Context: an optimization exercise on an open-source flow, tuned for small area. The choices shown serve that exercise and are no tape-out recipe. No run shown here included a check of the RTL's function; only the layout flow was run.

`design.v`:
```
`timescale 1ns / 1ps
module ws_conv5(
    input sys_clk,
    input en,
    input load_w,
    input clr,
    input [10:0] w11, w12, w13, w14, w15,
    input [10:0] w21, w22, w23, w24, w25,
    input [10:0] w31, w32, w33, w34, w35,
    input [10:0] w41, w42, w43, w44, w45,
    input [10:0] w51, w52, w53, w54, w55,
    input [10:0] bias,
    input [10:0] x1, x2, x3, x4, x5,
    output reg [10:0] acc_out
    );
    wire [10:0] win [0:24];
    assign win[0] = w11; assign win[1] = w12; assign win[2] = w13; assign win[3] = w14; assign win[4] = w15;
    assign win[5] = w21; assign win[6] = w22; assign win[7] = w23; assign win[8] = w24; assign win[9] = w25;
    assign win[10] = w31; assign win[11] = w32; assign win[12] = w33; assign win[13] = w34; assign win[14] = w35;
    assign win[15] = w41; assign win[16] = w42; assign win[17] = w43; assign win[18] = w44; assign win[19] = w45;
    assign win[20] = w51; assign win[21] = w52; assign win[22] = w53; assign win[23] = w54; assign win[24] = w55;
    wire [10:0] xin [0:4];
    assign xin[0] = x1; assign xin[1] = x2; assign xin[2] = x3; assign xin[3] = x4; assign xin[4] = x5;
    wire step = en & ~load_w;
    reg [10:0] wc [0:24];     
    reg [10:0] wt [0:24];     
    reg [10:0] b;             
    reg [10:0] f [0:4][0:3];  
    reg [10:0] sa [0:4];      
    reg [10:0] sb [0:4];      
    integer i, r, c;
    always @(posedge sys_clk) begin
        if (en) begin
            b <= bias;
            for (i = 0; i < 25; i = i + 1)
                wc[i] <= win[i][10] ? {1'b1, ~win[i][9:0] + 10'd1} : win[i];
        end
        if (load_w)
            for (i = 0; i < 25; i = i + 1)
                wt[i] <= wc[i];
    end
    wire [10:0] rsa [0:4];
    wire [10:0] rsb [0:4];
    genvar gr, gc;
    generate
        for (gr = 0; gr < 5; gr = gr + 1) begin : row
            wire [10:0] pc [0:4];    
            wire [4:0] pci;          
            for (gc = 0; gc < 5; gc = gc + 1) begin : col
                wire [10:0] wv = wt[gr*5+gc];
                wire [10:0] xv;
                wire [10:0] c;
                wire cin;
                assign pc[gc] = c;
                assign pci[gc] = cin;
                if (gc == 0) begin : p
                    assign xv = xin[gr];
                wire t1 = ~(wv[0] & xv[0]);
                wire t2 = ~(wv[0] & xv[1]);
                wire t3 = ~(wv[0] & xv[2]);
                wire t4 = ~(wv[0] & xv[3]);
                wire t5 = ~(wv[0] & xv[4]);
                wire t6 = ~(wv[0] & xv[5]);
                wire t7 = ~(wv[0] & xv[6]);
                wire t8 = ~(wv[0] & xv[7]);
                wire t9 = ~(wv[0] & xv[8]);
                wire t10 = ~(wv[0] & xv[9]);
                wire t11 = ~(wv[1] & xv[0]);
                wire t12 = ~(wv[1] & xv[1]);
                wire t13 = ~(wv[1] & xv[2]);
                wire t14 = ~(wv[1] & xv[3]);
                wire t15 = ~(wv[1] & xv[4]);
                wire t16 = ~(wv[1] & xv[5]);
                wire t17 = ~(wv[1] & xv[6]);
                wire t18 = ~(wv[1] & xv[7]);
                wire t19 = ~(wv[1] & xv[8]);
                wire t20 = ~(wv[1] & xv[9]);
                wire t21 = ~(wv[2] & xv[0]);
                wire t22 = ~(wv[2] & xv[1]);
                wire t23 = ~(wv[2] & xv[2]);
                wire t24 = ~(wv[2] & xv[3]);
                wire t25 = ~(wv[2] & xv[4]);
                wire t26 = ~(wv[2] & xv[5]);
                wire t27 = ~(wv[2] & xv[6]);
                wire t28 = ~(wv[2] & xv[7]);
                wire t29 = ~(wv[2] & xv[8]);
                wire t30 = ~(wv[2] & xv[9]);
                wire t31 = ~(wv[3] & xv[0]);
                wire t32 = ~(wv[3] & xv[1]);
                wire t33 = ~(wv[3] & xv[2]);
                wire t34 = ~(wv[3] & xv[3]);
                wire t35 = ~(wv[3] & xv[4]);
                wire t36 = ~(wv[3] & xv[5]);
                wire t37 = ~(wv[3] & xv[6]);
                wire t38 = ~(wv[3] & xv[7]);
                wire t39 = ~(wv[3] & xv[8]);
                wire t40 = ~(wv[3] & xv[9]);
                wire t41 = ~(wv[4] & xv[0]);
                wire t42 = ~(wv[4] & xv[1]);
                wire t43 = ~(wv[4] & xv[2]);
                wire t44 = ~(wv[4] & xv[3]);
                wire t45 = ~(wv[4] & xv[4]);
                wire t46 = ~(wv[4] & xv[5]);
                wire t47 = ~(wv[4] & xv[6]);
                wire t48 = ~(wv[4] & xv[7]);
                wire t49 = ~(wv[4] & xv[8]);
                wire t50 = ~(wv[4] & xv[9]);
                wire t51 = ~(wv[5] & xv[0]);
                wire t52 = ~(wv[5] & xv[1]);
                wire t53 = ~(wv[5] & xv[2]);
                wire t54 = ~(wv[5] & xv[3]);
                wire t55 = ~(wv[5] & xv[4]);
                wire t56 = ~(wv[5] & xv[5]);
                wire t57 = ~(wv[5] & xv[6]);
                wire t58 = ~(wv[5] & xv[7]);
                wire t59 = ~(wv[5] & xv[8]);
                wire t60 = ~(wv[5] & xv[9]);
                wire t61 = ~(wv[6] & xv[0]);
                wire t62 = ~(wv[6] & xv[1]);
                wire t63 = ~(wv[6] & xv[2]);
                wire t64 = ~(wv[6] & xv[3]);
                wire t65 = ~(wv[6] & xv[4]);
                wire t66 = ~(wv[6] & xv[5]);
                wire t67 = ~(wv[6] & xv[6]);
                wire t68 = ~(wv[6] & xv[7]);
                wire t69 = ~(wv[6] & xv[8]);
                wire t70 = ~(wv[6] & xv[9]);
                wire t71 = ~(wv[7] & xv[0]);
                wire t72 = ~(wv[7] & xv[1]);
                wire t73 = ~(wv[7] & xv[2]);
                wire t74 = ~(wv[7] & xv[3]);
                wire t75 = ~(wv[7] & xv[4]);
                wire t76 = ~(wv[7] & xv[5]);
                wire t77 = ~(wv[7] & xv[6]);
                wire t78 = ~(wv[7] & xv[7]);
                wire t79 = ~(wv[7] & xv[8]);
                wire t80 = ~(wv[7] & xv[9]);
                wire t81 = ~(wv[8] & xv[0]);
                wire t82 = ~(wv[8] & xv[1]);
                wire t83 = ~(wv[8] & xv[2]);
                wire t84 = ~(wv[8] & xv[3]);
                wire t85 = ~(wv[8] & xv[4]);
                wire t86 = ~(wv[8] & xv[5]);
                wire t87 = ~(wv[8] & xv[6]);
                wire t88 = ~(wv[8] & xv[7]);
                wire t89 = ~(wv[8] & xv[8]);
                wire t90 = ~(wv[9] & xv[0]);
                wire t91 = ~(wv[9] & xv[1]);
                wire t92 = ~(wv[9] & xv[2]);
                wire t93 = ~(wv[9] & xv[3]);
                wire t94 = ~(wv[9] & xv[4]);
                wire t95 = ~(wv[9] & xv[5]);
                wire t96 = ~(wv[9] & xv[6]);
                wire t97 = ~(wv[9] & xv[7]);
                wire t98, t99;
                xnor2m ut98(.a(t3), .b(t12), .y(t98));
                or2m ut99(.a(t3), .b(t12), .y(t99));
                wire t100, t101;
                fa ut100(.a(t4), .b(t13), .c(t22), .s(t100), .co(t101));
                wire t102, t103;
                xnor2m ut102(.a(t31), .b(t99), .y(t102));
                or2m ut103(.a(t31), .b(t99), .y(t103));
                wire t104, t105;
                fa ut104(.a(t5), .b(t14), .c(t23), .s(t104), .co(t105));
                wire t106, t107;
                fa ut106(.a(t32), .b(t41), .c(t101), .s(t106), .co(t107));
                wire t108, t109;
                xnor2m ut108(.a(t103), .b(t104), .y(t108));
                or2m ut109(.a(t103), .b(t104), .y(t109));
                wire t110, t111;
                fa ut110(.a(t6), .b(t15), .c(t24), .s(t110), .co(t111));
                wire t112, t113;
                fa ut112(.a(t33), .b(t42), .c(t51), .s(t112), .co(t113));
                wire t114, t115;
                fa ut114(.a(t105), .b(t110), .c(t112), .s(t114), .co(t115));
                wire t116, t117;
                xnor2m ut116(.a(t109), .b(t107), .y(t116));
                or2m ut117(.a(t109), .b(t107), .y(t117));
                wire t118, t119;
                fa ut118(.a(t7), .b(t16), .c(t25), .s(t118), .co(t119));
                wire t120, t121;
                fa ut120(.a(t34), .b(t43), .c(t52), .s(t120), .co(t121));
                wire t122, t123;
                fa ut122(.a(t61), .b(t111), .c(t113), .s(t122), .co(t123));
                wire t124, t125;
                fa ut124(.a(t118), .b(t120), .c(t115), .s(t124), .co(t125));
                wire t126, t127;
                xnor2m ut126(.a(t122), .b(t117), .y(t126));
                or2m ut127(.a(t122), .b(t117), .y(t127));
                wire t128, t129;
                fa ut128(.a(t8), .b(t17), .c(t26), .s(t128), .co(t129));
                wire t130, t131;
                fa ut130(.a(t35), .b(t44), .c(t53), .s(t130), .co(t131));
                wire t132, t133;
                fa ut132(.a(t62), .b(t71), .c(t119), .s(t132), .co(t133));
                wire t134, t135;
                fa ut134(.a(t121), .b(t128), .c(t130), .s(t134), .co(t135));
                wire t136, t137;
                fa ut136(.a(t123), .b(t132), .c(t134), .s(t136), .co(t137));
                wire t138, t139;
                xnor2m ut138(.a(t127), .b(t125), .y(t138));
                or2m ut139(.a(t127), .b(t125), .y(t139));
                wire t140, t141;
                fa ut140(.a(t9), .b(t18), .c(t27), .s(t140), .co(t141));
                wire t142, t143;
                fa ut142(.a(t36), .b(t45), .c(t54), .s(t142), .co(t143));
                wire t144, t145;
                fa ut144(.a(t63), .b(t72), .c(t81), .s(t144), .co(t145));
                wire t146, t147;
                fa ut146(.a(t129), .b(t131), .c(t140), .s(t146), .co(t147));
                wire t148, t149;
                fa ut148(.a(t142), .b(t144), .c(t133), .s(t148), .co(t149));
                wire t150, t151;
                fa ut150(.a(t135), .b(t146), .c(t148), .s(t150), .co(t151));
                wire t152, t153;
                xnor2m ut152(.a(t137), .b(t139), .y(t152));
                or2m ut153(.a(t137), .b(t139), .y(t153));
                wire t154, t155;
                fa ut154(.a(t10), .b(t19), .c(t28), .s(t154), .co(t155));
                wire t156, t157;
                fa ut156(.a(t37), .b(t46), .c(t55), .s(t156), .co(t157));
                wire t158, t159;
                fa ut158(.a(t64), .b(t73), .c(t82), .s(t158), .co(t159));
                wire t160, t161;
                fa ut160(.a(t90), .b(t141), .c(t143), .s(t160), .co(t161));
                wire t162, t163;
                fa ut162(.a(t145), .b(t154), .c(t156), .s(t162), .co(t163));
                wire t164, t165;
                fa ut164(.a(t158), .b(t147), .c(t160), .s(t164), .co(t165));
                wire t166, t167;
                fa ut166(.a(t162), .b(t149), .c(t164), .s(t166), .co(t167));
                wire t168, t169;
                xnor2m ut168(.a(t151), .b(t153), .y(t168));
                or2m ut169(.a(t151), .b(t153), .y(t169));
                wire t170, t171;
                fa ut170(.a(t20), .b(t29), .c(t38), .s(t170), .co(t171));
                wire t172, t173;
                fa ut172(.a(t47), .b(t56), .c(t65), .s(t172), .co(t173));
                wire t174, t175;
                fa ut174(.a(t74), .b(t83), .c(t91), .s(t174), .co(t175));
                wire t176, t177;
                fa ut176(.a(t155), .b(t157), .c(t159), .s(t176), .co(t177));
                wire t178, t179;
                fa ut178(.a(t170), .b(t172), .c(t174), .s(t178), .co(t179));
                wire t180, t181;
                fa ut180(.a(t161), .b(t163), .c(t176), .s(t180), .co(t181));
                wire t182, t183;
                fa ut182(.a(t178), .b(t165), .c(t180), .s(t182), .co(t183));
                wire t184, t185;
                xnor2m ut184(.a(t167), .b(t182), .y(t184));
                or2m ut185(.a(t167), .b(t182), .y(t185));
                wire t186, t187;
                fa ut186(.a(t30), .b(t39), .c(t48), .s(t186), .co(t187));
                wire t188, t189;
                fa ut188(.a(t57), .b(t66), .c(t75), .s(t188), .co(t189));
                wire t190, t191;
                fa ut190(.a(t84), .b(t92), .c(t171), .s(t190), .co(t191));
                wire t192, t193;
                fa ut192(.a(t173), .b(t175), .c(t186), .s(t192), .co(t193));
                wire t194, t195;
                fa ut194(.a(t188), .b(t177), .c(t179), .s(t194), .co(t195));
                wire t196, t197;
                fa ut196(.a(t190), .b(t192), .c(t181), .s(t196), .co(t197));
                wire t198, t199;
                fa ut198(.a(t194), .b(t183), .c(t196), .s(t198), .co(t199));
                wire t200, t201;
                fa ut200(.a(t40), .b(t49), .c(t58), .s(t200), .co(t201));
                wire t202, t203;
                fa ut202(.a(t67), .b(t76), .c(t85), .s(t202), .co(t203));
                wire t204, t205;
                fa ut204(.a(t93), .b(t187), .c(t189), .s(t204), .co(t205));
                wire t206, t207;
                fa ut206(.a(t200), .b(t202), .c(t191), .s(t206), .co(t207));
                wire t208, t209;
                fa ut208(.a(t193), .b(t204), .c(t195), .s(t208), .co(t209));
                wire t210, t211;
                fa ut210(.a(t206), .b(t197), .c(t208), .s(t210), .co(t211));
                wire t212, t213;
                fa ut212(.a(t50), .b(t59), .c(t68), .s(t212), .co(t213));
                wire t214, t215;
                fa ut214(.a(t77), .b(t86), .c(t94), .s(t214), .co(t215));
                wire t216, t217;
                fa ut216(.a(t201), .b(t203), .c(t212), .s(t216), .co(t217));
                wire t218, t219;
                fa ut218(.a(t214), .b(t205), .c(t216), .s(t218), .co(t219));
                wire t220, t221;
                fa ut220(.a(t207), .b(t218), .c(t209), .s(t220), .co(t221));
                wire t222, t223;
                fa ut222(.a(t60), .b(t69), .c(t78), .s(t222), .co(t223));
                wire t224, t225;
                fa ut224(.a(t87), .b(t95), .c(t213), .s(t224), .co(t225));
                wire t226, t227;
                fa ut226(.a(t215), .b(t222), .c(t217), .s(t226), .co(t227));
                wire t228, t229;
                fa ut228(.a(t224), .b(t219), .c(t226), .s(t228), .co(t229));
                wire t230, t231;
                fa ut230(.a(t70), .b(t79), .c(t88), .s(t230), .co(t231));
                wire t232, t233;
                fa ut232(.a(t96), .b(t223), .c(t230), .s(t232), .co(t233));
                wire t234, t235;
                fa ut234(.a(t225), .b(t232), .c(t227), .s(t234), .co(t235));
                wire t236, t237;
                fa ut236(.a(t80), .b(t89), .c(t97), .s(t236), .co(t237));
                wire t238, t239;
                fa ut238(.a(t231), .b(t236), .c(t233), .s(t238), .co(t239));
                wire t240, t241;
                xnor2m ut240(.a(t2), .b(t11), .y(t240));
                or2m ut241(.a(t2), .b(t11), .y(t241));
                wire t242, t243;
                fa ut242(.a(t21), .b(t241), .c(t98), .s(t242), .co(t243));
                wire t244, t245;
                fa ut244(.a(t100), .b(t102), .c(t243), .s(t244), .co(t245));
                wire t246, t247;
                fa ut246(.a(t108), .b(t106), .c(t245), .s(t246), .co(t247));
                wire t248, t249;
                fa ut248(.a(t114), .b(t116), .c(t247), .s(t248), .co(t249));
                wire t250, t251;
                fa ut250(.a(t126), .b(t124), .c(t249), .s(t250), .co(t251));
                wire t252, t253;
                fa ut252(.a(t136), .b(t138), .c(t251), .s(t252), .co(t253));
                wire t254, t255;
                fa ut254(.a(t150), .b(t152), .c(t253), .s(t254), .co(t255));
                wire t256, t257;
                fa ut256(.a(t166), .b(t168), .c(t255), .s(t256), .co(t257));
                wire t258, t259;
                fa ut258(.a(t169), .b(t184), .c(t257), .s(t258), .co(t259));
                wire t260, t261;
                fa ut260(.a(t185), .b(t198), .c(t259), .s(t260), .co(t261));
                wire t262, t263;
                fa ut262(.a(t199), .b(t210), .c(t261), .s(t262), .co(t263));
                wire t264, t265;
                fa ut264(.a(t211), .b(t220), .c(t263), .s(t264), .co(t265));
                wire t266, t267;
                fa ut266(.a(t228), .b(t221), .c(t265), .s(t266), .co(t267));
                wire t268, t269;
                xnor2m ut268(.a(t229), .b(t234), .y(t268));
                or2m ut269(.a(t229), .b(t234), .y(t269));
                wire t270 = t235 ^ t238 ^ t269;
                wire t271, t272;
                ha ut271(.a(t229), .b(t234), .s(t271), .co(t272));
                wire t273 = t235 ^ t238 ^ t272;
                wire t274 = t267 ? t268 : t271;
                wire t275 = t267 ? t270 : t273;
                wire [9:0] t = {~t275, ~t274, ~t266, ~t264, ~t262, ~t260, ~t258, ~t256, ~t254, ~t252};
                wire sg = wv[10] ^ xv[10];
                wire lowz = t1 & t240 & t242 & t244 & t246 & t248 & t250;
                assign cin = sg & (lowz | ~|t);
                assign c = {sg, t ^ {10{sg}}};
                end else begin : q
                    assign xv = f[gr][gc-1];
                wire t1 = ~(wv[0] & xv[0]);
                wire t2 = ~(wv[0] & xv[1]);
                wire t3 = ~(wv[0] & xv[2]);
                wire t4 = ~(wv[0] & xv[3]);
                wire t5 = ~(wv[0] & xv[4]);
                wire t6 = ~(wv[0] & xv[5]);
                wire t7 = ~(wv[0] & xv[6]);
                wire t8 = ~(wv[0] & xv[7]);
                wire t9 = ~(wv[0] & xv[8]);
                wire t10 = ~(wv[0] & xv[9]);
                wire t11 = ~(wv[1] & xv[0]);
                wire t12 = ~(wv[1] & xv[1]);
                wire t13 = ~(wv[1] & xv[2]);
                wire t14 = ~(wv[1] & xv[3]);
                wire t15 = ~(wv[1] & xv[4]);
                wire t16 = ~(wv[1] & xv[5]);
                wire t17 = ~(wv[1] & xv[6]);
                wire t18 = ~(wv[1] & xv[7]);
                wire t19 = ~(wv[1] & xv[8]);
                wire t20 = ~(wv[1] & xv[9]);
                wire t21 = ~(wv[2] & xv[0]);
                wire t22 = ~(wv[2] & xv[1]);
                wire t23 = ~(wv[2] & xv[2]);
                wire t24 = ~(wv[2] & xv[3]);
                wire t25 = ~(wv[2] & xv[4]);
                wire t26 = ~(wv[2] & xv[5]);
                wire t27 = ~(wv[2] & xv[6]);
                wire t28 = ~(wv[2] & xv[7]);
                wire t29 = ~(wv[2] & xv[8]);
                wire t30 = ~(wv[2] & xv[9]);
                wire t31 = ~(wv[3] & xv[0]);
                wire t32 = ~(wv[3] & xv[1]);
                wire t33 = ~(wv[3] & xv[2]);
                wire t34 = ~(wv[3] & xv[3]);
                wire t35 = ~(wv[3] & xv[4]);
                wire t36 = ~(wv[3] & xv[5]);
                wire t37 = ~(wv[3] & xv[6]);
                wire t38 = ~(wv[3] & xv[7]);
                wire t39 = ~(wv[3] & xv[8]);
                wire t40 = ~(wv[3] & xv[9]);
                wire t41 = ~(wv[4] & xv[0]);
                wire t42 = ~(wv[4] & xv[1]);
                wire t43 = ~(wv[4] & xv[2]);
                wire t44 = ~(wv[4] & xv[3]);
                wire t45 = ~(wv[4] & xv[4]);
                wire t46 = ~(wv[4] & xv[5]);
                wire t47 = ~(wv[4] & xv[6]);
                wire t48 = ~(wv[4] & xv[7]);
                wire t49 = ~(wv[4] & xv[8]);
                wire t50 = ~(wv[4] & xv[9]);
                wire t51 = ~(wv[5] & xv[0]);
                wire t52 = ~(wv[5] & xv[1]);
                wire t53 = ~(wv[5] & xv[2]);
                wire t54 = ~(wv[5] & xv[3]);
                wire t55 = ~(wv[5] & xv[4]);
                wire t56 = ~(wv[5] & xv[5]);
                wire t57 = ~(wv[5] & xv[6]);
                wire t58 = ~(wv[5] & xv[7]);
                wire t59 = ~(wv[5] & xv[8]);
                wire t60 = ~(wv[5] & xv[9]);
                wire t61 = ~(wv[6] & xv[0]);
                wire t62 = ~(wv[6] & xv[1]);
                wire t63 = ~(wv[6] & xv[2]);
                wire t64 = ~(wv[6] & xv[3]);
                wire t65 = ~(wv[6] & xv[4]);
                wire t66 = ~(wv[6] & xv[5]);
                wire t67 = ~(wv[6] & xv[6]);
                wire t68 = ~(wv[6] & xv[7]);
                wire t69 = ~(wv[6] & xv[8]);
                wire t70 = ~(wv[6] & xv[9]);
                wire t71 = ~(wv[7] & xv[0]);
                wire t72 = ~(wv[7] & xv[1]);
                wire t73 = ~(wv[7] & xv[2]);
                wire t74 = ~(wv[7] & xv[3]);
                wire t75 = ~(wv[7] & xv[4]);
                wire t76 = ~(wv[7] & xv[5]);
                wire t77 = ~(wv[7] & xv[6]);
                wire t78 = ~(wv[7] & xv[7]);
                wire t79 = ~(wv[7] & xv[8]);
                wire t80 = ~(wv[7] & xv[9]);
                wire t81 = ~(wv[8] & xv[0]);
                wire t82 = ~(wv[8] & xv[1]);
                wire t83 = ~(wv[8] & xv[2]);
                wire t84 = ~(wv[8] & xv[3]);
                wire t85 = ~(wv[8] & xv[4]);
                wire t86 = ~(wv[8] & xv[5]);
                wire t87 = ~(wv[8] & xv[6]);
                wire t88 = ~(wv[8] & xv[7]);
                wire t89 = ~(wv[8] & xv[8]);
                wire t90 = ~(wv[9] & xv[0]);
                wire t91 = ~(wv[9] & xv[1]);
                wire t92 = ~(wv[9] & xv[2]);
                wire t93 = ~(wv[9] & xv[3]);
                wire t94 = ~(wv[9] & xv[4]);
                wire t95 = ~(wv[9] & xv[5]);
                wire t96 = ~(wv[9] & xv[6]);
                wire t97 = ~(wv[9] & xv[7]);
                wire t98, t99;
                xnor2m ut98(.a(t2), .b(t11), .y(t98));
                or2m ut99(.a(t2), .b(t11), .y(t99));
                wire t100, t101;
                fa ut100(.a(t3), .b(t12), .c(t21), .s(t100), .co(t101));
                wire t102, t103;
                xnor2m ut102(.a(t99), .b(t100), .y(t102));
                or2m ut103(.a(t99), .b(t100), .y(t103));
                wire t104, t105;
                fa ut104(.a(t4), .b(t13), .c(t22), .s(t104), .co(t105));
                wire t106, t107;
                fa ut106(.a(t31), .b(t101), .c(t104), .s(t106), .co(t107));
                wire t108, t109;
                xnor2m ut108(.a(t103), .b(t106), .y(t108));
                or2m ut109(.a(t103), .b(t106), .y(t109));
                wire t110, t111;
                fa ut110(.a(t5), .b(t14), .c(t23), .s(t110), .co(t111));
                wire t112, t113;
                fa ut112(.a(t32), .b(t41), .c(t105), .s(t112), .co(t113));
                wire t114, t115;
                fa ut114(.a(t110), .b(t112), .c(t107), .s(t114), .co(t115));
                wire t116, t117;
                xnor2m ut116(.a(t109), .b(t114), .y(t116));
                or2m ut117(.a(t109), .b(t114), .y(t117));
                wire t118, t119;
                fa ut118(.a(t6), .b(t15), .c(t24), .s(t118), .co(t119));
                wire t120, t121;
                fa ut120(.a(t33), .b(t42), .c(t51), .s(t120), .co(t121));
                wire t122, t123;
                fa ut122(.a(t111), .b(t118), .c(t120), .s(t122), .co(t123));
                wire t124, t125;
                fa ut124(.a(t113), .b(t122), .c(t115), .s(t124), .co(t125));
                wire t126, t127;
                xnor2m ut126(.a(t117), .b(t124), .y(t126));
                or2m ut127(.a(t117), .b(t124), .y(t127));
                wire t128, t129;
                fa ut128(.a(t7), .b(t16), .c(t25), .s(t128), .co(t129));
                wire t130, t131;
                fa ut130(.a(t34), .b(t43), .c(t52), .s(t130), .co(t131));
                wire t132, t133;
                fa ut132(.a(t61), .b(t119), .c(t121), .s(t132), .co(t133));
                wire t134, t135;
                fa ut134(.a(t128), .b(t130), .c(t132), .s(t134), .co(t135));
                wire t136, t137;
                fa ut136(.a(t123), .b(t134), .c(t125), .s(t136), .co(t137));
                wire t138, t139;
                xnor2m ut138(.a(t127), .b(t136), .y(t138));
                or2m ut139(.a(t127), .b(t136), .y(t139));
                wire t140, t141;
                fa ut140(.a(t8), .b(t17), .c(t26), .s(t140), .co(t141));
                wire t142, t143;
                fa ut142(.a(t35), .b(t44), .c(t53), .s(t142), .co(t143));
                wire t144, t145;
                fa ut144(.a(t62), .b(t71), .c(t129), .s(t144), .co(t145));
                wire t146, t147;
                fa ut146(.a(t131), .b(t140), .c(t142), .s(t146), .co(t147));
                wire t148, t149;
                fa ut148(.a(t133), .b(t144), .c(t146), .s(t148), .co(t149));
                wire t150, t151;
                fa ut150(.a(t135), .b(t148), .c(t137), .s(t150), .co(t151));
                wire t152, t153;
                xnor2m ut152(.a(t139), .b(t150), .y(t152));
                or2m ut153(.a(t139), .b(t150), .y(t153));
                wire t154, t155;
                fa ut154(.a(t9), .b(t18), .c(t27), .s(t154), .co(t155));
                wire t156, t157;
                fa ut156(.a(t36), .b(t45), .c(t54), .s(t156), .co(t157));
                wire t158, t159;
                fa ut158(.a(t63), .b(t72), .c(t81), .s(t158), .co(t159));
                wire t160, t161;
                fa ut160(.a(t141), .b(t143), .c(t154), .s(t160), .co(t161));
                wire t162, t163;
                fa ut162(.a(t156), .b(t158), .c(t145), .s(t162), .co(t163));
                wire t164, t165;
                fa ut164(.a(t147), .b(t160), .c(t162), .s(t164), .co(t165));
                wire t166, t167;
                fa ut166(.a(t149), .b(t164), .c(t151), .s(t166), .co(t167));
                wire t168, t169;
                xnor2m ut168(.a(t153), .b(t166), .y(t168));
                or2m ut169(.a(t153), .b(t166), .y(t169));
                wire t170, t171;
                fa ut170(.a(t10), .b(t19), .c(t28), .s(t170), .co(t171));
                wire t172, t173;
                fa ut172(.a(t37), .b(t46), .c(t55), .s(t172), .co(t173));
                wire t174, t175;
                fa ut174(.a(t64), .b(t73), .c(t82), .s(t174), .co(t175));
                wire t176, t177;
                fa ut176(.a(t90), .b(t155), .c(t157), .s(t176), .co(t177));
                wire t178, t179;
                fa ut178(.a(t159), .b(t170), .c(t172), .s(t178), .co(t179));
                wire t180, t181;
                fa ut180(.a(t174), .b(t176), .c(t161), .s(t180), .co(t181));
                wire t182, t183;
                fa ut182(.a(t178), .b(t163), .c(t180), .s(t182), .co(t183));
                wire t184, t185;
                fa ut184(.a(t165), .b(t182), .c(t167), .s(t184), .co(t185));
                wire t186, t187;
                xnor2m ut186(.a(t169), .b(t184), .y(t186));
                or2m ut187(.a(t169), .b(t184), .y(t187));
                wire t188, t189;
                fa ut188(.a(t20), .b(t29), .c(t38), .s(t188), .co(t189));
                wire t190, t191;
                fa ut190(.a(t47), .b(t56), .c(t65), .s(t190), .co(t191));
                wire t192, t193;
                fa ut192(.a(t74), .b(t83), .c(t91), .s(t192), .co(t193));
                wire t194, t195;
                fa ut194(.a(t171), .b(t173), .c(t175), .s(t194), .co(t195));
                wire t196, t197;
                fa ut196(.a(t188), .b(t190), .c(t192), .s(t196), .co(t197));
                wire t198, t199;
                fa ut198(.a(t177), .b(t194), .c(t179), .s(t198), .co(t199));
                wire t200, t201;
                fa ut200(.a(t196), .b(t181), .c(t198), .s(t200), .co(t201));
                wire t202, t203;
                fa ut202(.a(t183), .b(t200), .c(t185), .s(t202), .co(t203));
                wire t204, t205;
                xnor2m ut204(.a(t187), .b(t202), .y(t204));
                or2m ut205(.a(t187), .b(t202), .y(t205));
                wire t206, t207;
                fa ut206(.a(t30), .b(t39), .c(t48), .s(t206), .co(t207));
                wire t208, t209;
                fa ut208(.a(t57), .b(t66), .c(t75), .s(t208), .co(t209));
                wire t210, t211;
                fa ut210(.a(t84), .b(t92), .c(t189), .s(t210), .co(t211));
                wire t212, t213;
                fa ut212(.a(t191), .b(t193), .c(t206), .s(t212), .co(t213));
                wire t214, t215;
                fa ut214(.a(t208), .b(t195), .c(t210), .s(t214), .co(t215));
                wire t216, t217;
                fa ut216(.a(t197), .b(t212), .c(t199), .s(t216), .co(t217));
                wire t218, t219;
                fa ut218(.a(t214), .b(t201), .c(t216), .s(t218), .co(t219));
                wire t220, t221;
                fa ut220(.a(t218), .b(t203), .c(t205), .s(t220), .co(t221));
                wire t222, t223;
                fa ut222(.a(t40), .b(t49), .c(t58), .s(t222), .co(t223));
                wire t224, t225;
                fa ut224(.a(t67), .b(t76), .c(t85), .s(t224), .co(t225));
                wire t226, t227;
                fa ut226(.a(t93), .b(t207), .c(t209), .s(t226), .co(t227));
                wire t228, t229;
                fa ut228(.a(t222), .b(t224), .c(t211), .s(t228), .co(t229));
                wire t230, t231;
                fa ut230(.a(t226), .b(t213), .c(t215), .s(t230), .co(t231));
                wire t232, t233;
                fa ut232(.a(t228), .b(t217), .c(t230), .s(t232), .co(t233));
                wire t234, t235;
                fa ut234(.a(t219), .b(t232), .c(t221), .s(t234), .co(t235));
                wire t236, t237;
                fa ut236(.a(t50), .b(t59), .c(t68), .s(t236), .co(t237));
                wire t238, t239;
                fa ut238(.a(t77), .b(t86), .c(t94), .s(t238), .co(t239));
                wire t240, t241;
                fa ut240(.a(t223), .b(t225), .c(t236), .s(t240), .co(t241));
                wire t242, t243;
                fa ut242(.a(t238), .b(t227), .c(t240), .s(t242), .co(t243));
                wire t244, t245;
                fa ut244(.a(t229), .b(t242), .c(t231), .s(t244), .co(t245));
                wire t246, t247;
                fa ut246(.a(t233), .b(t244), .c(t235), .s(t246), .co(t247));
                wire t248, t249;
                fa ut248(.a(t60), .b(t69), .c(t78), .s(t248), .co(t249));
                wire t250, t251;
                fa ut250(.a(t87), .b(t95), .c(t237), .s(t250), .co(t251));
                wire t252, t253;
                fa ut252(.a(t239), .b(t248), .c(t250), .s(t252), .co(t253));
                wire t254, t255;
                fa ut254(.a(t241), .b(t243), .c(t252), .s(t254), .co(t255));
                wire t256, t257;
                fa ut256(.a(t254), .b(t245), .c(t247), .s(t256), .co(t257));
                wire t258, t259;
                fa ut258(.a(t70), .b(t79), .c(t88), .s(t258), .co(t259));
                wire t260, t261;
                fa ut260(.a(t96), .b(t249), .c(t258), .s(t260), .co(t261));
                wire t262, t263;
                fa ut262(.a(t251), .b(t260), .c(t253), .s(t262), .co(t263));
                wire t264, t265;
                fa ut264(.a(t255), .b(t262), .c(t257), .s(t264), .co(t265));
                wire t266, t267;
                fa ut266(.a(t80), .b(t89), .c(t97), .s(t266), .co(t267));
                wire t268, t269;
                fa ut268(.a(t259), .b(t266), .c(t261), .s(t268), .co(t269));
                wire t270, t271;
                fa ut270(.a(t268), .b(t263), .c(t265), .s(t270), .co(t271));
                wire [9:0] t = {~t270, ~t264, ~t256, ~t246, ~t234, ~t220, ~t204, ~t186, ~t168, ~t152};
                wire sg = wv[10] ^ xv[10];
                wire lowz = t1 & t98 & t102 & t108 & t116 & t126 & t138;
                assign cin = sg & (lowz | ~|t);
                assign c = {sg, t ^ {10{sg}}};
                end
            end
            if (gr == 0) begin : r0
            wire t1, t2;
            fa ut1(.a(b[0]), .b(pc[1][0]), .c(pc[2][0]), .s(t1), .co(t2));
            wire t3, t4;
            fa ut3(.a(pc[3][0]), .b(pc[4][0]), .c(t1), .s(t3), .co(t4));
            wire t5, t6;
            fa ut5(.a(t3), .b(pc[0][0]), .c(pci[1]), .s(t5), .co(t6));
            wire t7, t8;
            fa ut7(.a(pci[2]), .b(pci[3]), .c(pci[4]), .s(t7), .co(t8));
            wire t9, t10;
            ha ut9(.a(t5), .b(t7), .s(t9), .co(t10));
            wire t11, t12;
            fa ut11(.a(b[1]), .b(pc[1][1]), .c(pc[2][1]), .s(t11), .co(t12));
            wire t13, t14;
            fa ut13(.a(pc[3][1]), .b(pc[4][1]), .c(t2), .s(t13), .co(t14));
            wire t15, t16;
            fa ut15(.a(t11), .b(t4), .c(t13), .s(t15), .co(t16));
            wire t17, t18;
            fa ut17(.a(t15), .b(pc[0][1]), .c(t6), .s(t17), .co(t18));
            wire t19, t20;
            ha ut19(.a(t8), .b(t10), .s(t19), .co(t20));
            wire t21, t22;
            fa ut21(.a(b[2]), .b(pc[1][2]), .c(pc[2][2]), .s(t21), .co(t22));
            wire t23, t24;
            fa ut23(.a(pc[3][2]), .b(pc[4][2]), .c(t12), .s(t23), .co(t24));
            wire t25, t26;
            fa ut25(.a(t14), .b(t21), .c(t23), .s(t25), .co(t26));
            wire t27, t28;
            fa ut27(.a(t16), .b(t25), .c(pc[0][2]), .s(t27), .co(t28));
            wire t29, t30;
            ha ut29(.a(t27), .b(t18), .s(t29), .co(t30));
            wire t31, t32;
            fa ut31(.a(b[3]), .b(pc[1][3]), .c(pc[2][3]), .s(t31), .co(t32));
            wire t33, t34;
            fa ut33(.a(pc[3][3]), .b(pc[4][3]), .c(t22), .s(t33), .co(t34));
            wire t35, t36;
            fa ut35(.a(t24), .b(t26), .c(t31), .s(t35), .co(t36));
            wire t37, t38;
            fa ut37(.a(t33), .b(t35), .c(pc[0][3]), .s(t37), .co(t38));
            wire t39, t40;
            ha ut39(.a(t28), .b(t37), .s(t39), .co(t40));
            wire t41, t42;
            fa ut41(.a(b[4]), .b(pc[1][4]), .c(pc[2][4]), .s(t41), .co(t42));
            wire t43, t44;
            fa ut43(.a(pc[3][4]), .b(pc[4][4]), .c(t32), .s(t43), .co(t44));
            wire t45, t46;
            fa ut45(.a(t34), .b(t36), .c(t41), .s(t45), .co(t46));
            wire t47, t48;
            fa ut47(.a(t43), .b(t45), .c(pc[0][4]), .s(t47), .co(t48));
            wire t49, t50;
            ha ut49(.a(t38), .b(t40), .s(t49), .co(t50));
            wire t51, t52;
            fa ut51(.a(b[5]), .b(pc[1][5]), .c(pc[2][5]), .s(t51), .co(t52));
            wire t53, t54;
            fa ut53(.a(pc[3][5]), .b(pc[4][5]), .c(t42), .s(t53), .co(t54));
            wire t55, t56;
            fa ut55(.a(t44), .b(t46), .c(t51), .s(t55), .co(t56));
            wire t57, t58;
            fa ut57(.a(t53), .b(t55), .c(pc[0][5]), .s(t57), .co(t58));
            wire t59, t60;
            ha ut59(.a(t48), .b(t50), .s(t59), .co(t60));
            wire t61, t62;
            fa ut61(.a(b[6]), .b(pc[1][6]), .c(pc[2][6]), .s(t61), .co(t62));
            wire t63, t64;
            fa ut63(.a(pc[3][6]), .b(pc[4][6]), .c(t52), .s(t63), .co(t64));
            wire t65, t66;
            fa ut65(.a(t54), .b(t56), .c(t61), .s(t65), .co(t66));
            wire t67, t68;
            fa ut67(.a(t63), .b(t65), .c(t60), .s(t67), .co(t68));
            wire t69, t70;
            ha ut69(.a(pc[0][6]), .b(t58), .s(t69), .co(t70));
            wire t71, t72;
            fa ut71(.a(b[7]), .b(pc[1][7]), .c(pc[2][7]), .s(t71), .co(t72));
            wire t73, t74;
            fa ut73(.a(pc[3][7]), .b(pc[4][7]), .c(t62), .s(t73), .co(t74));
            wire t75, t76;
            fa ut75(.a(t64), .b(t66), .c(t71), .s(t75), .co(t76));
            wire t77, t78;
            fa ut77(.a(t73), .b(t75), .c(t70), .s(t77), .co(t78));
            wire t79, t80;
            ha ut79(.a(t68), .b(pc[0][7]), .s(t79), .co(t80));
            wire t81, t82;
            fa ut81(.a(b[8]), .b(pc[1][8]), .c(pc[2][8]), .s(t81), .co(t82));
            wire t83, t84;
            fa ut83(.a(pc[3][8]), .b(pc[4][8]), .c(t72), .s(t83), .co(t84));
            wire t85, t86;
            fa ut85(.a(t74), .b(t76), .c(t81), .s(t85), .co(t86));
            wire t87, t88;
            fa ut87(.a(t83), .b(t85), .c(t78), .s(t87), .co(t88));
            wire t89, t90;
            ha ut89(.a(t80), .b(pc[0][8]), .s(t89), .co(t90));
            wire t91, t92;
            fa ut91(.a(b[9]), .b(pc[1][9]), .c(pc[2][9]), .s(t91), .co(t92));
            wire t93, t94;
            fa ut93(.a(pc[3][9]), .b(pc[4][9]), .c(t82), .s(t93), .co(t94));
            wire t95, t96;
            fa ut95(.a(t84), .b(t86), .c(t91), .s(t95), .co(t96));
            wire t97, t98;
            fa ut97(.a(t93), .b(t95), .c(pc[0][9]), .s(t97), .co(t98));
            wire t99, t100;
            ha ut99(.a(t90), .b(t88), .s(t99), .co(t100));
            wire t101, t102;
            fa ut101(.a(b[10]), .b(pc[0][10]), .c(pc[1][10]), .s(t101), .co(t102));
            wire t103, t104;
            fa ut103(.a(pc[2][10]), .b(pc[3][10]), .c(pc[4][10]), .s(t103), .co(t104));
            wire t105, t106;
            fa ut105(.a(t101), .b(t103), .c(t92), .s(t105), .co(t106));
            wire t107, t108;
            fa ut107(.a(t94), .b(t96), .c(t105), .s(t107), .co(t108));
            wire t109, t110;
            ha ut109(.a(t107), .b(t98), .s(t109), .co(t110));
            assign rsa[gr] = {t100, t97, t87, t77, t67, t57, t47, t30, t20, t17, pci[0]};
            assign rsb[gr] = {t109, t99, t89, t79, t69, t59, t49, t39, t29, t19, t9};
            end else begin : rn
            wire t1, t2;
            fa ut1(.a(sa[gr-1][0]), .b(sb[gr-1][0]), .c(pc[1][0]), .s(t1), .co(t2));
            wire t3, t4;
            fa ut3(.a(pc[2][0]), .b(pc[3][0]), .c(pc[4][0]), .s(t3), .co(t4));
            wire t5, t6;
            fa ut5(.a(t1), .b(t3), .c(pc[0][0]), .s(t5), .co(t6));
            wire t7, t8;
            fa ut7(.a(t5), .b(pci[1]), .c(pci[2]), .s(t7), .co(t8));
            wire t9, t10;
            fa ut9(.a(pci[3]), .b(pci[4]), .c(t7), .s(t9), .co(t10));
            wire t11, t12;
            fa ut11(.a(sa[gr-1][1]), .b(sb[gr-1][1]), .c(pc[1][1]), .s(t11), .co(t12));
            wire t13, t14;
            fa ut13(.a(pc[2][1]), .b(pc[3][1]), .c(pc[4][1]), .s(t13), .co(t14));
            wire t15, t16;
            fa ut15(.a(t2), .b(t4), .c(t11), .s(t15), .co(t16));
            wire t17, t18;
            fa ut17(.a(t13), .b(t15), .c(pc[0][1]), .s(t17), .co(t18));
            wire t19, t20;
            fa ut19(.a(t6), .b(t17), .c(t8), .s(t19), .co(t20));
            wire t21, t22;
            fa ut21(.a(sa[gr-1][2]), .b(sb[gr-1][2]), .c(pc[1][2]), .s(t21), .co(t22));
            wire t23, t24;
            fa ut23(.a(pc[2][2]), .b(pc[3][2]), .c(pc[4][2]), .s(t23), .co(t24));
            wire t25, t26;
            fa ut25(.a(t12), .b(t14), .c(t16), .s(t25), .co(t26));
            wire t27, t28;
            fa ut27(.a(t21), .b(t23), .c(t25), .s(t27), .co(t28));
            wire t29, t30;
            fa ut29(.a(t27), .b(pc[0][2]), .c(t18), .s(t29), .co(t30));
            wire t31, t32;
            fa ut31(.a(sa[gr-1][3]), .b(sb[gr-1][3]), .c(pc[1][3]), .s(t31), .co(t32));
            wire t33, t34;
            fa ut33(.a(pc[2][3]), .b(pc[3][3]), .c(pc[4][3]), .s(t33), .co(t34));
            wire t35, t36;
            fa ut35(.a(t22), .b(t24), .c(t26), .s(t35), .co(t36));
            wire t37, t38;
            fa ut37(.a(t31), .b(t33), .c(t28), .s(t37), .co(t38));
            wire t39, t40;
            fa ut39(.a(t35), .b(t37), .c(pc[0][3]), .s(t39), .co(t40));
            wire t41, t42;
            fa ut41(.a(sa[gr-1][4]), .b(sb[gr-1][4]), .c(pc[1][4]), .s(t41), .co(t42));
            wire t43, t44;
            fa ut43(.a(pc[2][4]), .b(pc[3][4]), .c(pc[4][4]), .s(t43), .co(t44));
            wire t45, t46;
            fa ut45(.a(t32), .b(t34), .c(t36), .s(t45), .co(t46));
            wire t47, t48;
            fa ut47(.a(t41), .b(t43), .c(t38), .s(t47), .co(t48));
            wire t49, t50;
            fa ut49(.a(t45), .b(t47), .c(pc[0][4]), .s(t49), .co(t50));
            wire t51, t52;
            fa ut51(.a(sa[gr-1][5]), .b(sb[gr-1][5]), .c(pc[1][5]), .s(t51), .co(t52));
            wire t53, t54;
            fa ut53(.a(pc[2][5]), .b(pc[3][5]), .c(pc[4][5]), .s(t53), .co(t54));
            wire t55, t56;
            fa ut55(.a(t42), .b(t44), .c(t46), .s(t55), .co(t56));
            wire t57, t58;
            fa ut57(.a(t51), .b(t53), .c(t48), .s(t57), .co(t58));
            wire t59, t60;
            fa ut59(.a(t55), .b(t57), .c(pc[0][5]), .s(t59), .co(t60));
            wire t61, t62;
            fa ut61(.a(sa[gr-1][6]), .b(sb[gr-1][6]), .c(pc[1][6]), .s(t61), .co(t62));
            wire t63, t64;
            fa ut63(.a(pc[2][6]), .b(pc[3][6]), .c(pc[4][6]), .s(t63), .co(t64));
            wire t65, t66;
            fa ut65(.a(t52), .b(t54), .c(t56), .s(t65), .co(t66));
            wire t67, t68;
            fa ut67(.a(t61), .b(t63), .c(t58), .s(t67), .co(t68));
            wire t69, t70;
            fa ut69(.a(t65), .b(t67), .c(pc[0][6]), .s(t69), .co(t70));
            wire t71, t72;
            fa ut71(.a(sa[gr-1][7]), .b(sb[gr-1][7]), .c(pc[1][7]), .s(t71), .co(t72));
            wire t73, t74;
            fa ut73(.a(pc[2][7]), .b(pc[3][7]), .c(pc[4][7]), .s(t73), .co(t74));
            wire t75, t76;
            fa ut75(.a(t62), .b(t64), .c(t66), .s(t75), .co(t76));
            wire t77, t78;
            fa ut77(.a(t71), .b(t73), .c(t68), .s(t77), .co(t78));
            wire t79, t80;
            fa ut79(.a(t75), .b(t77), .c(t70), .s(t79), .co(t80));
            wire t81, t82;
            fa ut81(.a(sa[gr-1][8]), .b(sb[gr-1][8]), .c(pc[1][8]), .s(t81), .co(t82));
            wire t83, t84;
            fa ut83(.a(pc[2][8]), .b(pc[3][8]), .c(pc[4][8]), .s(t83), .co(t84));
            wire t85, t86;
            fa ut85(.a(t72), .b(t74), .c(t76), .s(t85), .co(t86));
            wire t87, t88;
            fa ut87(.a(t81), .b(t83), .c(t78), .s(t87), .co(t88));
            wire t89, t90;
            fa ut89(.a(t85), .b(pc[0][8]), .c(t87), .s(t89), .co(t90));
            wire t91, t92;
            fa ut91(.a(sa[gr-1][9]), .b(sb[gr-1][9]), .c(pc[1][9]), .s(t91), .co(t92));
            wire t93, t94;
            fa ut93(.a(pc[2][9]), .b(pc[3][9]), .c(pc[4][9]), .s(t93), .co(t94));
            wire t95, t96;
            fa ut95(.a(t82), .b(t84), .c(t86), .s(t95), .co(t96));
            wire t97, t98;
            fa ut97(.a(t91), .b(t93), .c(t88), .s(t97), .co(t98));
            wire t99, t100;
            fa ut99(.a(t95), .b(pc[0][9]), .c(t97), .s(t99), .co(t100));
            wire t101, t102;
            fa ut101(.a(sa[gr-1][10]), .b(sb[gr-1][10]), .c(pc[0][10]), .s(t101), .co(t102));
            wire t103, t104;
            fa ut103(.a(pc[1][10]), .b(pc[2][10]), .c(pc[3][10]), .s(t103), .co(t104));
            wire t105, t106;
            fa ut105(.a(pc[4][10]), .b(t101), .c(t103), .s(t105), .co(t106));
            wire t107, t108;
            fa ut107(.a(t105), .b(t92), .c(t94), .s(t107), .co(t108));
            wire t109, t110;
            fa ut109(.a(t96), .b(t107), .c(t98), .s(t109), .co(t110));
            assign rsa[gr] = {t100, t90, t80, pc[0][7], t60, t50, t40, t30, t20, t10, pci[0]};
            assign rsb[gr] = {t109, t99, t89, t79, t69, t59, t49, t39, t29, t19, t9};
            end
        end
    endgenerate
    wire [10:0] acc_d;
    wire t1, t2;
    ha ut1(.a(sa[4][0]), .b(sb[4][0]), .s(t1), .co(t2));
    wire t3, t4;
    fa ut3(.a(sa[4][1]), .b(sb[4][1]), .c(t2), .s(t3), .co(t4));
    wire t5, t6;
    fa ut5(.a(sa[4][2]), .b(sb[4][2]), .c(t4), .s(t5), .co(t6));
    wire t7, t8;
    fa ut7(.a(sa[4][3]), .b(sb[4][3]), .c(t6), .s(t7), .co(t8));
    wire t9, t10;
    fa ut9(.a(sa[4][4]), .b(sb[4][4]), .c(t8), .s(t9), .co(t10));
    wire t11, t12;
    fa ut11(.a(sa[4][5]), .b(sb[4][5]), .c(t10), .s(t11), .co(t12));
    wire t13, t14;
    fa ut13(.a(sa[4][6]), .b(sb[4][6]), .c(t12), .s(t13), .co(t14));
    wire t15, t16;
    fa ut15(.a(sa[4][7]), .b(sb[4][7]), .c(t14), .s(t15), .co(t16));
    wire t17, t18;
    fa ut17(.a(sa[4][8]), .b(sb[4][8]), .c(t16), .s(t17), .co(t18));
    wire t19, t20;
    fa ut19(.a(sa[4][9]), .b(sb[4][9]), .c(t18), .s(t19), .co(t20));
    wire t21, t22;
    fa ut21(.a(sa[4][10]), .b(sb[4][10]), .c(t20), .s(t21), .co(t22));
    assign acc_d = {t21, t19, t17, t15, t13, t11, t9, t7, t5, t3, t1};
    always @(posedge sys_clk) begin
        if (step) begin
            for (r = 0; r < 5; r = r + 1) begin
                sa[r] <= rsa[r];
                sb[r] <= rsb[r];
                f[r][0] <= xin[r];
                for (c = 1; c < 4; c = c + 1)
                    f[r][c] <= f[r][c-1];
            end
        end
        acc_out <= clr ? 11'd0 : acc_d;
    end
endmodule
module fa(input a, input b, input c, output s, output co);
    assign s = a ^ b ^ c;
    assign co = (a & b) | (a & c) | (b & c);
endmodule
module xnor2m(input a, input b, output y);
    assign y = ~(a ^ b);
endmodule
module or2m(input a, input b, output y);
    assign y = a | b;
endmodule
module ha(input a, input b, output s, output co);
    assign s = a ^ b;
    assign co = a & b;
endmodule
```
`flow/run.sh`:
```
#!/bin/bash
# Layout: the standard flow (standard.sh), except that the buffer put on
# every input and output port is the smallest buffer cell. The whole output of
# the flow goes to standard.log; ORFS keeps each step's log under orfs/logs/.
set -euo pipefail
cd "$(dirname "$0")/.."
export BUFFER_PORTS_ARGS="-buffer_cell sky130_fd_sc_hd__buf_1"
bash standard.sh > standard.log 2>&1
```
`standard.sh`:
```
#!/bin/bash
# synth_recipe.tcl (not shown) runs the flow's synth.tcl, then flattens the netlist and writes it again
# the make line also repeats each setting of config.mk as NAME=value (left out here)
make -C /OpenROAD-flow-scripts/flow DESIGN_CONFIG=/design/flow/config.mk WORK_HOME=/design/flow/orfs CLKGATE_MAP_FILE= SYNTH_SCRIPT=/design/flow/synth_recipe.tcl "${@:-finish}"
```
`config.mk`:
```
export PLATFORM = sky130hd
export DESIGN_NAME = ws_conv5
export DESIGN_NICKNAME = ws_conv5
export VERILOG_FILES = /design/flow/design.v
export SDC_FILE = /design/flow/constraint.sdc
export NUM_CORES = 4
export LEC_CHECK = 0
export CAP_MARGIN = 0
export CORE_MARGIN = 2
export CORE_UTILIZATION = 60
export CTS_BUF_LIST = sky130_fd_sc_hd__clkbuf_16
export CTS_CLUSTER_DIAMETER = 120
export CTS_CLUSTER_SIZE = 25
export PLACE_DENSITY = 0.72
export SLEW_MARGIN = 0
export SYNTH_HIERARCHICAL = 1
```
`constraint.sdc`:
```
create_clock -name core_clock -period 9.5 [get_ports {sys_clk}]
set_input_delay 1.9000 -clock core_clock [delete_from_list [all_inputs] [get_ports {sys_clk}]]
set_output_delay 1.9000 -clock core_clock [all_outputs]
set_load 0.01 [all_outputs]
```
==> impl_metrics.toml, run 1 <==
[routing]
wl_um = 222000
drt_first_iter_violations = 5022
ant_nets = 0
routedWlPerCell_um = 22.2
viasPerCell = 5.84
vias = 58300
dr.pass1.iters = 9
drc_errors = 0

[setup_path]
cpMaxStageDelayCell = "fa_1"
crit_top_cell = "fa_1"
crit_fanout = 5
path_class = "flop to flop"
critPathArrivalTime_ps = 9710
max_stage_delay_ps = 520
cp-end-kind = "flop"
critPathLaunchType = "flop"
cp.required_ps = 9930
cpLargestDelayFamily = "adder cells"
cp_cell_sequence = "nand2_1, fa_1, fa_1, fa_1, fa_1, fa_1, fa_1, fa_1, xnor2_2, xnor2_2, fa_1, fa_1, fa_1, fa_1, fa_1, fa_1, fa_1, fa_2, fa_1, fa_1, fa_1, fa_1"
cp.buffers_inverters = 0

[finish]
fillCellCount = 11700
drive_above_1_share = 0.0640
area_delta_synth_final_pct = 6.51
final_nets = 10500
final_common_cell = "nand2_1"
final_cell_mix = "2495 x nand2_1, 2182 x fa_1, 891 x edfxtp_1"
final_core_util = 0.644

[clock_tree]
cts_tree = "done"
clock-sinks = 902
insertion_delay_ps = 680
htreeDepth = 2
cts_buffer_depth = 3
cts_buffers = 47
clk_pin_slew_worst_paths_ps = 110
cts_root_buf = "clkbuf_16"

[yosys]
yosysWarningCount = 17
syn_area_per_cell_um2 = 12.3
syn_inst = 7676
synth_edf_count = 891
synth_flop_cell = "edfxtp_1"
yosysSeqAreaShare = 0.286
yosysUniqueCellTypes = 31
synth_seq_cells = 902
synthArstFlopShare = 0
synth.cell_area_um2 = 94400

[floorplan]
start_util = 0.605
die_area_um2 = 161000
core_area_um2 = 156000
rows = 145
die_y_um = 401
io_pins = 356
fp.dieW_um = 401

[timing]
tightest_slew_ps = 1050
fin_worst_skew_ps = 26.9
setup_slack_ps = 215
hold_viol_final = 0
timing.fmax_mhz = 108
layout_min_cycle_time_ps = 9290
slew_violations = 0
setup-tns-final_ps = 0
slew_headroom = 0.297
final-setup-viol-count = 0
fin_crit_sh = 0.977

[global_routing]
grt_pass1_vias = 64400
grt_max_degree = 153
antenna_found_initial = 34
grt_pass1_wl_um = 358000
grt_usage = 0.287
grt_overflow = 0

[placement]
io_buffers = 355
dp_slack_ps = 8.82
gp_congestion = 0.948
place_hpwl_um = 179000

[min_path]
hold_path_class = "flop to flop"

[outcome]
status = "no timing/DRC/antenna violations"

[run]
cap_viol_max_count = 0
[Yosys stat by module (local to each module, per instance)]
module | flip-flops and latches | cell area, µm² | times used | cells inside
fa | 0 | 20.0 | 2189 | 1
ha | 0 | 12.5 | 17 | 1
or2m | 0 | 6.26 | 255 | 1
ws_conv5 | 902 | 46600 | 1 | 4960
xnor2m | 0 | 8.76 | 255 | 1
[cell usage after synthesis (11+ instances only)]
library cell	instances	share of area
a211oi_1	25	0.0020
nand2_1	2496	0.099
buf_1	57	0.0023
xnor2_1	702	0.065
nand4_1	70	0.0046
xor2_1	38	0.0035
o21ai_0	75	0.0040
buf_2	25	0.0013
edfxtp_1	891	0.28
clkbuf_1	469	0.019
nand2b_1	42	0.0028
ha_1	42	0.0056
or2_1	255	0.017
o41ai_1	25	0.0023
dfxtp_1	11	0.0023
inv_1	54	0.0021
o41ai_2	28	0.0048
o21a_1	20	0.0016
nor2b_1	12	0.00079
fa_1	2189	0.46
o31ai_1	47	0.0037
or4_4	24	0.0029
or3_1	26	0.0017
nor3_1	20	0.0011
[logic make-up after synthesis]
group | synth area share
and+or+nand+nor | 0.131
buffers and inverters | 0.0244
AOI/OAI and AO/OA | 0.0192
muxes | 0.00106
adders and majority gates | 0.470
xor gates and xnor gates | 0.0686
DFF | 0.286
[per-stage QoR]
stage | hold slack, ps | instances | area [µm²]
global route | 407 | 9964 | 101000
CTS | 406 | 9911 | 100000
floorplan | 400 | 7676 | 94400
detailed placement | 405 | 9836 | 98500
global placement | 400 | 9836 | 98500
finish | 402 | 9973 | 101000
[worst paths after layout]
path / start / endpoint / slack [ps] / depth (start not counted)
hold / removal: wc[16][0]$_DFFE_PP_ / wt[16][0]$_DFFE_PP_ / 400 / 0
setup / recovery: wt[6][0]$_DFFE_PP_ / sb[1][9]$_DFFE_PP_ / 210 / 22
setup reg to reg: wt[6][0]$_DFFE_PP_ / sb[1][9]$_DFFE_PP_ / 210 / 22
hold reg to reg: wc[16][0]$_DFFE_PP_ / wt[16][0]$_DFFE_PP_ / 400 / 0
[layer usage]
| layer | wire length (µm) | global-route usage | vias to the layer above |
|---|---|---|---|
| met2 | 110000 | 0.473 | 2669 |
| met3 | 17800 | 0.0556 | 494 |
| met4 | 8270 | 0.0917 | 28 |
| li1 | - | - | 24500 |
| met1 | 85600 | 0.389 | 30600 |
| met5 | 178 | 0 | - |
[area by class of cell]
cell class,count,area [µm²],share of cell area
diodes,14,35.0,0.000348
well taps,2058,2570,0.0256
clock inverters,24,213,0.00211
flip-flops and latches,902,27000,0.268
multi-input cells,6169,65300,0.650
repair buffers,703,4010,0.0399
inverters,54,203,0.00202
clock buffers,49,1230,0.0122
[state kept, by name, indices dropped and copies added, names as in the netlist]
register	cells
sa	55
b	11
wt	275
wc	275
sb	55
f	220
acc_out	11
[timing repair]
| action | 4_1_cts | 5_1_grt |
|---|---|---|
| buffers inserted | 2 | 48 |
| gates resized for setup | 0 | 28 |
| gates cloned | 0 | 0 |
| hold buffers | 0 | 0 |
| hold endpoints to repair | 0 | 0 |
| pin swaps | 0 | 5 |
| endpoints found under the setup margin | 1 | 14 |
==> inputs of run 2 (changes only) <==
==> flow/run.sh (replaced) <==
#!/bin/bash
# Layout: the standard flow (standard.sh), except that the buffer put on
# every input and output port is the smallest buffer cell, and the buffers
# synthesis inserted are removed at floorplan (placement is not timing-driven;
# timing is repaired after clock tree synthesis and global routing).
# The whole output of the flow goes to standard.log; ORFS keeps each step's
# log under orfs/logs/.
set -euo pipefail
cd "$(dirname "$0")/.."
export BUFFER_PORTS_ARGS="-buffer_cell sky130_fd_sc_hd__buf_1"
export REMOVE_ABC_BUFFERS=1
bash standard.sh > standard.log 2>&1
--- a/config.mk
+++ b/config.mk
@@ -11,6 +11,7 @@
 export CTS_BUF_LIST = sky130_fd_sc_hd__clkbuf_16
 export CTS_CLUSTER_DIAMETER = 120
 export CTS_CLUSTER_SIZE = 25
+export GPL_TIMING_DRIVEN = 0
 export PLACE_DENSITY = 0.72
 export SLEW_MARGIN = 0
 export SYNTH_HIERARCHICAL = 1
==> run 2 against run 1 <==
  * Still clean
  * Final area shrank 0.34%
  * Maximum frequency shrank 0.51%
  * Via count shrank 1.1%
  * Clock skew grew 7.9 ps
  * First-iteration DRC count is essentially flat
  * Critical endpoint is now sb[2][9]$_DFFE_PP_
  * Largest cell class unchanged
  * Highest routed layer unchanged
==> impl_metrics.toml, run 2 <==
[outcome]
status = "no timing/DRC/antenna violations"

[clock_tree]
cts_hold_buf = 0
clk_pin_slew_worst_paths_ps = 100
cts_tree = "done"
insertion_delay_ps = 690
cts_buffers = 46
htreeDepth = 2
cts_root_buf = "clkbuf_16"
clock-sinks = 902
cts_buffer_depth = 3

[global_routing]
grt_usage = 0.275
grt_pass1_wl_um = 344000
grt_max_degree = 42
grt_pass1_vias = 63000
grt_overflow = 0
antenna_found_initial = 37

[finish]
fillCellCount = 11500
final_cell_mix = "2493 x nand2_1, 2161 x fa_1, 891 x edfxtp_1"
drive_above_1_share = 0.0551
final_common_cell = "nand2_1"
area_delta_synth_final_pct = 6.15
fin_cells = 9856
final_nets = 10300
largest_registers = "wc (275), wt (275), f (220)"

[floorplan]
die_area_um2 = 161000
rows = 145
fp.dieW_um = 401
io_pins = 356
die_y_um = 401
start_util = 0.605
core_area_um2 = 156000

[routing]
drc_errors = 0
ant_nets = 0
wl_met2_um = 110000
m1WireLength_um = 78600
drt_first_iter_violations = 5018
maxUsedRoutingLayer = "met5"
vias = 57600
wl_um = 216000
routedWlPerCell_um = 21.9
viasPerCell = 5.85
dr.pass1.iters = 9
met3_length_um = 18000

[yosys]
synth_seq_cells = 902
yosysMostFrequentCell = "nand2_1"
yosysSeqAreaShare = 0.286
synthTopCellsByCount = "2496 x nand2_1, 2189 x fa_1, 891 x edfxtp_1"
synth_top_cell_by_area = "fa_1"
synth_top_cell_area_share = 0.464
yosysUniqueCellTypes = 31
syn_area_per_cell_um2 = 12.3
synth_flop_cell = "edfxtp_1"
synth.cell_area_um2 = 94400
synthTopCellsByArea = "fa_1 46%, edfxtp_1 28%, nand2_1 9.9%"
synth_edf_count = 891
yosysWarningCount = 17
synthArstFlopShare = 0
syn_inst = 7676

[setup_path]
r2r-start = "wt[14][1]$_DFFE_PP_"
cp-end-kind = "flop"
crit_start = "wt[14][1]$_DFFE_PP_"
cp.required_ps = 9910
crit_fanout = 10
path_class = "flop to flop"
critPathLaunchType = "flop"
critPathArrivalTime_ps = 9740

[timing]
fin_worst_skew_ps = 34.8
fin_crit_sh = 0.982
timing.fmax_mhz = 107
slew_violations = 0
slew_headroom = 0.0822
hold_viol_final = 0
final-setup-viol-count = 0
tightest_slew_ps = 1370
layout_min_cycle_time_ps = 9330

[run]
cap_viol_max_count = 0

[placement]
io_buffers = 355
place_hpwl_um = 169000
dp.cells = 9568
gp_congestion = 0.917

[min_path]
hold_path_class = "flop to flop"
min-delay-start = "wc[15][4]$_DFFE_PP_"
## run 2: cell counts after synthesis
No cell type changed its count.
## run 2: what timing repair did
item	in CTS	in global routing
setup buffers	75	127
pin swaps	9	30
resized for setup	13	45
endpoints found under the setup margin	12	13
gates cloned	0	0
## run 2: path summary, 6_finish.rpt
kind,to,slack (ps),depth (start not counted)
setup / recovery,sb[2][9]$_DFFE_PP_,170,21
setup reg to reg,sb[2][9]$_DFFE_PP_,170,21
hold / removal,wt[15][4]$_DFFE_PP_,410,0
hold reg to reg,wt[15][4]$_DFFE_PP_,410,0
## run 2: critical path, stage by stage, from the launching register on
cell and delay (ps):
edfxtp_1 580, nand2_1 140, fa_1 420, fa_1 480, fa_1 420, fa_1 390, fa_1 410, fa_1 390
fa_1 410, fa_1 390, fa_1 500, or2_1 270, fa_1 390, fa_1 390, fa_1 380, fa_1 390
fa_1 500, xnor2_1 320, fa_1 520, fa_2 380, fa_1 580, fa_1 420
## run 2: per-stage QoR
stage                     setup WS (ps)  instance area, µm²  hold slack (ps)  setup TNS, ps  utilization
final                               167              100000              407              0        0.642
after global placement           -86280               96200              400              -        0.616
after CTS                         0.313               99000              412              0        0.633
after floorplan                   -8050               92300              400       -2657110            -
after detailed placement           -358               96900              405          -1920        0.620
after global routing              -35.8              100000              417           -107        0.642
## run 2: cells by family (layout without fill, tap and decap cells)
group,count (synthesis),count (layout),synth area share
AND/OR/NAND/NOR,2960,2960,0.131
adder cells (fa/ha/maj),2231,2231,0.470
flip-flops,902,902,0.286
XOR/XNOR,740,740,0.0686
buffers and inverters,605,710,0.0244
AO/OA/AOI/OAI,228,228,0.0192
multiplexers,10,10,0.00106
other,0,17,0
## run 2: metal layers
| metal | up-vias | track usage |
|---|---|---|
| li1 | 24200 | - |
| met1 | 30300 | 0.357 |
| met2 | 2550 | 0.467 |
| met3 | 494 | 0.0520 |
| met4 | 44 | 0.0983 |
| met5 | - | 0 |
## run 2: per-module statistics from Yosys (local to each module, per instance)
module	times used	cell area, µm²	cells inside	flip-flops and latches
fa	2189	20.0	1	0
ha	17	12.5	1	0
or2m	255	6.26	1	0
ws_conv5	1	46600	4960	902
xnor2m	255	8.76	1	0
## run 2: area by class of cell
type,count,area [µm²],share of cell area
clock buffers,48,1200,0.0120
inverters,54,203,0.00202
flip-flops and latches,902,27000,0.269
well taps,2058,2570,0.0257
repair buffers,587,3480,0.0347
multi-input cells,6169,65600,0.654
diodes,17,42.5,0.000424
clock inverters,21,201,0.00201

-- re-timing with driven ports --
The results above use ideal ports. As a check the final layouts listed here were re-extracted and re-timed, cells and wires unchanged. Step 1, drivers: a clkbuf_16 drives sys_clk and a buf_2 each remaining input, both assumed. Step 2 moves the port delays by t, midway between the first and last clock arrival at a register: inputs arrive t later, outputs are due t later. That takes back most of the time a late clock gives input paths. Three values: no drivers, after step 1, after step 2; two values: the first two.
run | t (ns) | slack for setup (ns) | cell pins on the clock port's net
run 1 | 0.756 | 0.215 / 0.215 / 0.187 | 1
run 2 | 0.768 | 0.167 / 0.167 / -0.446 | 1
With both steps, setup timing fails in run 2, where it was met with ideal ports. For run 2, which loses most, drivers alone change the setup slack by 0.000 ns; drivers and shift together by -0.613 ns.
